Background: an optimization exercise with open tools, aiming at small area. Do not read the settings as production practice. RTL that was checked went through simulation tests only; none was proved equivalent to the original. No activity file was given, so power comes from the tool's default toggle rates.

==> onyx <==
Design opl3, start of the top module:
module opl3 (
    input wire clk,
    input wire rst,
    input wire wr,
    input wire [8:0] addr,
    input wire [7:0] din,
    output logic signed [SAMPLE_WIDTH-1:0] channel_a,
    output logic signed [SAMPLE_WIDTH-1:0] channel_b,
    output logic signed [SAMPLE_WIDTH-1:0] channel_c,
    output logic signed [SAMPLE_WIDTH-1:0] channel_d
);
clock: 30.0 ns
lec_check: 0
abc_area: 1
cap_margin: 20
core_margin: 2
core_utilization: 50
slew_margin: 20
standard.sh (not shown) runs the stock make flow with config.mk's settings and CLKGATE_MAP_FILE= SYNTH_SCRIPT=/design/flow/synth_recipe.tcl, a recipe that flattens the netlist after the stock synthesis.
==> flow/flow/run.sh <==
#!/bin/bash
# Layout flow: the standard synthesis, then the combinational logic is
# re-mapped with Yosys's default ABC script (which gives less cell area than
# the ORFS speed/area scripts); every flip-flop instance, its name and cell
# type, is kept as the standard synthesis made it. Then the standard
# layout from floorplan to finish, with clock tree synthesis told to add no
# dummy loads and with smaller clock buffers (clkbuf_8) driving clusters of at
# most 15 flip-flops. Each tool's output goes to a log file of its own here.
set -euo pipefail
WORK=$(pwd)
R=$WORK/orfs/results/$FLOW_PLATFORM/opl3/base
LIB=$FLOW_HOME/platforms/$FLOW_PLATFORM/lib/sky130_fd_sc_hd__tt_025C_1v80.lib
YOSYS=$(command -v yosys || echo "$FLOW_HOME/../tools/install/yosys/bin/yosys")

bash standard.sh synth > synth.log 2>&1

DONT_USE=$(grep -o 'sky130_fd_sc_hd__lpflow\w*\|sky130_fd_sc_hd__probe\w*' \
  "$FLOW_HOME/platforms/$FLOW_PLATFORM/config.mk" | sort -u | sed 's/^/-dont_use /' | tr '\n' ' ')
mkdir -p reopt
cp "$R/1_2_yosys.v" reopt/standard_1_2_yosys.v
cat > reopt/reopt.ys <<EOT
read_liberty -ignore_miss_func $LIB
read_verilog $WORK/reopt/standard_1_2_yosys.v
hierarchy -top $FLOW_TOP
blackbox sky130_fd_sc_hd__*df* sky130_fd_sc_hd__*dl*
flatten
opt_clean
techmap
opt -fast
abc -liberty $LIB $DONT_USE
opt_clean -purge
splitnets
opt_clean -purge
hilomap -singleton -hicell sky130_fd_sc_hd__conb_1 HI -locell sky130_fd_sc_hd__conb_1 LO
opt_clean -purge
stat -liberty $LIB
write_verilog -noattr -nohex -nodec $WORK/reopt/1_2_yosys.v
EOT
"$YOSYS" -l reopt/reopt.log -q reopt/reopt.ys > reopt/yosys_stdout.log 2>&1
# the re-mapped netlist replaces the standard one; make then rebuilds
# 1_synth.odb from it and runs the rest of the flow
cp reopt/1_2_yosys.v "$R/1_2_yosys.v"
touch "$R/1_2_yosys.v"

bash standard.sh \
  CTS_ARGS="-sink_clustering_enable -repair_clock_nets -sink_clustering_size 15 -sink_clustering_max_diameter 100 -buf_list sky130_fd_sc_hd__clkbuf_8 -dont_use_dummy_load" \
  finish > layout.log 2>&1
==> inputs of quartz, as changes to onyx <==
--- a/flow/design.v
+++ b/flow/design.v
@@ -1041,20 +1041,20 @@
         op_reg_offset = j < 6 ? j : j < 12 ? j + 2 : j + 4;
     endfunction
     function automatic [PARAM_WIDTH-1:0] op_params(input integer k);
         integer a;
         a = 256*(k / NUM_OPERATORS_PER_BANK) + op_reg_offset(k % NUM_OPERATORS_PER_BANK);
         op_params = {slv8_reg['h20+a], slv8_reg['h40+a], slv8_reg['h60+a],
-                     slv8_reg['h80+a], slv8_reg['hE0+a][REG_WS_WIDTH-1:0]};
+                     slv8_reg['h80+a], slv8_reg['hE0+a][REG_WS_WIDTH-1:0]} ^ {PARAM_WIDTH{k % 2 == 0}};
     endfunction
     always_ff @(posedge clk)
         for (int k = 0; k < RING; k++)
             if (sample_clk_en || rst)
-                r_par[((-7*k) % RING + RING) % RING] <= op_params(k);
+                r_par[((-7*k) % RING + RING) % RING] <= op_params(k) ^ {PARAM_WIDTH{k % 2 == 1}};
             else
-                r_par[((-7*k) % RING + RING) % RING] <= r_par[((-1 - 7*k) % RING + RING) % RING];
+                r_par[((-7*k) % RING + RING) % RING] <= ~r_par[((-1 - 7*k) % RING + RING) % RING];
     function automatic [REG_MULT_WIDTH-1:0] p_mult(input [PARAM_WIDTH-1:0] p); p_mult = p[30:27]; endfunction
     function automatic p_am(input [PARAM_WIDTH-1:0] p); p_am = p[34]; endfunction
     function automatic p_vib(input [PARAM_WIDTH-1:0] p); p_vib = p[33]; endfunction
     function automatic p_egt(input [PARAM_WIDTH-1:0] p); p_egt = p[32]; endfunction
     function automatic p_ksr(input [PARAM_WIDTH-1:0] p); p_ksr = p[31]; endfunction
     function automatic [REG_KSL_WIDTH-1:0] p_ksl(input [PARAM_WIDTH-1:0] p); p_ksl = p[26:25]; endfunction
@@ -1075,23 +1075,23 @@
             am_00 <= p_am(op_params(0));
             ws_00 <= p_ws(op_params(0));
         end
     always_comb begin
         sl_cur = p_sl(r_par[0]);
         egt_cur = p_egt(r_par[0]);
-        ar_cur = sce_d1 ? p_ar(r_par[1]) : p_ar(r_par[2]);
-        dr_cur = sce_d1 ? p_dr(r_par[1]) : p_dr(r_par[2]);
-        rr_cur = sce_d1 ? p_rr(r_par[1]) : p_rr(r_par[2]);
-        ksr_cur = sce_d1 ? p_ksr(r_par[1]) : p_ksr(r_par[2]);
-        mult_cur = p_mult(r_par[1]);
+        ar_cur = sce_d1 ? p_ar(~r_par[1]) : p_ar(r_par[2]);
+        dr_cur = sce_d1 ? p_dr(~r_par[1]) : p_dr(r_par[2]);
+        rr_cur = sce_d1 ? p_rr(~r_par[1]) : p_rr(r_par[2]);
+        ksr_cur = sce_d1 ? p_ksr(~r_par[1]) : p_ksr(r_par[2]);
+        mult_cur = p_mult(~r_par[1]);
         vib_cur = p_vib(r_par[2]);
-        ksl_cur = idle ? ksl_00 : delay_counter == 2 ? p_ksl(r_par[2]) : p_ksl(r_par[3]);
-        tl_cur = idle ? tl_00 : delay_counter == 3 ? p_tl(r_par[3]) : p_tl(r_par[4]);
-        am_cur = idle ? am_00 : delay_counter == 3 ? p_am(r_par[3]) : p_am(r_par[4]);
+        ksl_cur = idle ? ksl_00 : delay_counter == 2 ? p_ksl(r_par[2]) : p_ksl(~r_par[3]);
+        tl_cur = idle ? tl_00 : delay_counter == 3 ? p_tl(~r_par[3]) : p_tl(r_par[4]);
+        am_cur = idle ? am_00 : delay_counter == 3 ? p_am(~r_par[3]) : p_am(r_par[4]);
         ws_cur = idle ? ws_00 : delay_counter == 2 ? p_ws(r_par[2]) :
-         delay_counter == 4 ? p_ws(r_par[4]) : p_ws(r_par[5]);
+         delay_counter == 4 ? p_ws(r_par[4]) : p_ws(~r_par[5]);
     end
     logic [RING-1:0] r_kon0, r_kon1;                         
     logic [RING-1:0][1:0] r_state;                           
     logic [RING-1:0][ENV_WIDTH-1:0] r_env;                   
     logic [RING-1:0][COUNTER_WIDTH-1:0] r_cnt;               
     logic [RING-1:0][PHASE_ACC_WIDTH-1:0] r_phase;           
@@ -1847,21 +1847,33 @@
                 wr_grp[g] = wr;
         for (int x = 0; x < 16; x++)
             if (addr[3:0] == x)
                 wr_idx[x] = 1'b1;
         wr_data = rst ? 8'h00 : din;
     end
+    function automatic op_byte_inverted(input integer a);
+        integer off;
+        integer row;
+        begin
+            off = a % 256;
+            row = off & 'hE0;
+            op_byte_inverted = 0;
+            if ((row == 'h20 || row == 'h40 || row == 'h60 || row == 'h80 || row == 'hE0) &&
+                (off % 8) < 6 && (off & 'h1F) < 'h16)
+                op_byte_inverted = (off & 'h1F) % 2 == 0;
+        end
+    endfunction
     genvar ra, rb;
     generate
     for (ra = 0; ra < 512; ra++) begin : reg_byte
         wire wr_en = rst || (wr_grp[ra / 16] && wr_idx[ra % 16]);
         for (rb = 0; rb < 8; rb++) begin : reg_bit
             if (reg_mask(ra) & (8'h01 << rb)) begin : stored
                 always_ff @(posedge clk)
                     if (wr_en)
-                        slv8_reg[ra][rb] <= wr_data[rb];
+                        slv8_reg[ra][rb] <= op_byte_inverted(ra) ? !wr_data[rb] : wr_data[rb];
             end
             else begin : unused
                 assign slv8_reg[ra][rb] = 1'b0;
             end
         end
     end
- CAP_MARGIN: 20 -> 10
- GPL_TIMING_DRIVEN: unset -> 0
- SLEW_MARGIN: 20 -> 10
==> comparison <==
Between quartz and onyx, the lower clock skew is in onyx (gap 0.0056 ns). Of quartz and onyx, onyx has the higher maximum frequency (gap 9.0%, measured against onyx). Between quartz and onyx, the lower total power is in onyx (gap about 6%, measured against onyx). Against quartz, the sequential share of layout area of onyx is higher by 0.23 points. Against quartz, the combinational power of onyx is lower by 43%. onyx completed without violations. quartz finished with timing, DRC and antenna clean. Against onyx, the sequential power of quartz is higher by about 1%. Of onyx and quartz, onyx has the higher synthesized cell count (gap 20%, measured against quartz). First-iteration DRC count: quartz is smaller than onyx (about 13%). Against quartz, the routed wire length of onyx is larger by 0.29%. Clock power is about the same in onyx and quartz.
For onyx, only the layout was checked, not whether the RTL still works.

---

==> job 4702: inputs <==
Another version of the RTL of opl3 (not shown whole).
==> flow/config.mk <==
export PLATFORM = sky130hd
export DESIGN_NAME = opl3
export DESIGN_NICKNAME = opl3
export VERILOG_FILES = /design/flow/design.v
export SDC_FILE = /design/flow/constraint.sdc
export NUM_CORES = 8
export LEC_CHECK = 0
export ABC_AREA = 1
export CAP_MARGIN = 20
export CORE_MARGIN = 2
export CORE_UTILIZATION = 50
export CTS_CLUSTER_DIAMETER = 100
export CTS_CLUSTER_SIZE = 20
export SLEW_MARGIN = 20
==> flow/constraint.sdc <==
create_clock -name core_clock -period 30.0 [get_ports {clk}]
set_input_delay 6.0000 -clock core_clock [delete_from_list [all_inputs] [get_ports {clk}]]
set_output_delay 6.0000 -clock core_clock [all_outputs]
set_load 0.01 [all_outputs]
==> flow/flow/run.sh <==
#!/bin/bash
# Layout flow: the standard synthesis, then the combinational logic is
# re-mapped with Yosys's default ABC script (which gives less cell area than
# the ORFS speed/area scripts); every flip-flop instance, its name and cell
# type, is kept as the standard synthesis made it. Then the standard
# layout from floorplan to finish, with clock tree synthesis told to add no
# dummy loads. Each tool's output goes to a log file of its own here.
set -euo pipefail
WORK=$(pwd)
R=$WORK/orfs/results/$FLOW_PLATFORM/opl3/base
LIB=$FLOW_HOME/platforms/$FLOW_PLATFORM/lib/sky130_fd_sc_hd__tt_025C_1v80.lib
YOSYS=$(command -v yosys || echo "$FLOW_HOME/../tools/install/yosys/bin/yosys")

bash standard.sh synth > synth.log 2>&1

DONT_USE=$(grep -o 'sky130_fd_sc_hd__lpflow\w*\|sky130_fd_sc_hd__probe\w*' \
  "$FLOW_HOME/platforms/$FLOW_PLATFORM/config.mk" | sort -u | sed 's/^/-dont_use /' | tr '\n' ' ')
mkdir -p reopt
cp "$R/1_2_yosys.v" reopt/standard_1_2_yosys.v
cat > reopt/reopt.ys <<EOT
read_liberty -ignore_miss_func $LIB
read_verilog $WORK/reopt/standard_1_2_yosys.v
hierarchy -top $FLOW_TOP
blackbox sky130_fd_sc_hd__dfxtp_1 sky130_fd_sc_hd__edfxtp_1 sky130_fd_sc_hd__conb_1
flatten
opt_clean
techmap
opt -fast
abc -liberty $LIB $DONT_USE
opt_clean -purge
splitnets
opt_clean -purge
hilomap -singleton -hicell sky130_fd_sc_hd__conb_1 HI -locell sky130_fd_sc_hd__conb_1 LO
insbuf -buf sky130_fd_sc_hd__buf_4 A X
opt_clean -purge
stat -liberty $LIB
write_verilog -noattr -nohex -nodec $WORK/reopt/1_2_yosys.v
EOT
"$YOSYS" -l reopt/reopt.log -q reopt/reopt.ys > reopt/yosys_stdout.log 2>&1
# the re-mapped netlist replaces the standard one; make then rebuilds
# 1_synth.odb from it and runs the rest of the flow
cp reopt/1_2_yosys.v "$R/1_2_yosys.v"
touch "$R/1_2_yosys.v"

bash standard.sh \
  CTS_ARGS="-sink_clustering_enable -repair_clock_nets -sink_clustering_size 20 -sink_clustering_max_diameter 100 -dont_use_dummy_load" \
  finish > layout.log 2>&1
==> job 5829 (differences from job 4702) <==
--- a/flow/flow/run.sh
+++ b/flow/flow/run.sh
@@ -22,5 +22,5 @@
 read_verilog $WORK/reopt/standard_1_2_yosys.v
 hierarchy -top $FLOW_TOP
-blackbox sky130_fd_sc_hd__dfxtp_1 sky130_fd_sc_hd__edfxtp_1 sky130_fd_sc_hd__conb_1
+blackbox sky130_fd_sc_hd__*df* sky130_fd_sc_hd__*dl*
 flatten
 opt_clean
==> notes.md <==
Via count is the same in job 4702 and job 5829.
Job 5829 went through all stages and came out clean. Job 4702 finished with timing, DRC and antenna clean.
Non-clock buffer count is the same in job 5829 and job 4702.
Clock-buffer cell count is the same in job 4702 and job 5829.
Hold slack is the same in job 5829 and job 4702.
Core utilization is the same in job 4702 and job 5829.
Global-route usage is the same in job 4702 and job 5829.
In sequential power, job 4702 and job 5829 hardly differ.
In register-to-register slack, job 4702 and job 5829 hardly differ.
Sequential cell count is the same in job 4702 and job 5829.
==> figures <==
                                                                                                      job 5829                                      job 4702
Total of max-cap violations                                                                                  0                                             0
Placed cell areas                                                                                 209000 sq um                                  209000 sq um
Critical path buffers and inverters                                                                          8                                             8
Fin crit period                                                                                       13.94 ns                                      13.94 ns
Relative area of clock buffers and inverters in the final design                                         4.05%                                         4.05%
Number of flip-flops and latches                                                                          6213                                          6213
Final Hold Vio Count                                                                                         0                                             0
Worst hold slack                                                                                      0.270 ns                                      0.270 ns
Count of buffers inserted at the top-level ports                                                            83                                            83
Final #Nets                                                                                              13200                                         13200
Area of the mapped netlist                                                                        198000 sq um                                  198000 sq um
Destination of the worst register-to-register timing path         channels.control_operators.r_env[35]$_DFF_P_  channels.control_operators.r_env[35]$_DFF_P_
Run status                                                                    no timing/DRC/antenna violations              no timing/DRC/antenna violations
Final weighted congestion of routability-driven global placement                                         0.912                                         0.912
Number of non-filler instances in the completed layout                                                   18400                                         18400
Kind of launch point of the worst setup path                                                        input port                                    input port
Initial DRT Pass Iterations                                                                                 14                                            14
Post-synthesis average cell area                                                                    15.9 sq um                                    15.9 sq um
Path type of the worst min-delay path                                                                  reg2reg                                       reg2reg
Biggest cell delay along the critical path                                                             0.50 ns                                       0.50 ns

## re-timing with driven ports
The flow's constraints put no driver on any port. The routed layouts listed below were extracted and timed again, unchanged, in two steps. Step 1 assumes that a clkbuf_16 drives the clock port and a buf_2 every other input. Step 2 times the ports against the registers' clock, not the clock port: input delays grow and output delays shrink by t, the midpoint of the rising clock arrivals with the driver on. a / b / c = no drivers / after step 1 / after step 2; a / b = the first two.
run | t (ns) | slack for setup (ns) | worst setup path after step 2
onyx | 1.238 | 16.801 / 16.801 / 16.801 | register to register
quartz | 1.202 | 15.499 / 15.499 / 15.499 | register to register
job 4702 | 1.071 | 16.057 / 16.059 / 15.048 | input to register
job 5829 | 1.071 | 16.057 / 16.059 / 15.048 | input to register
After both steps every run listed still meets setup and hold.
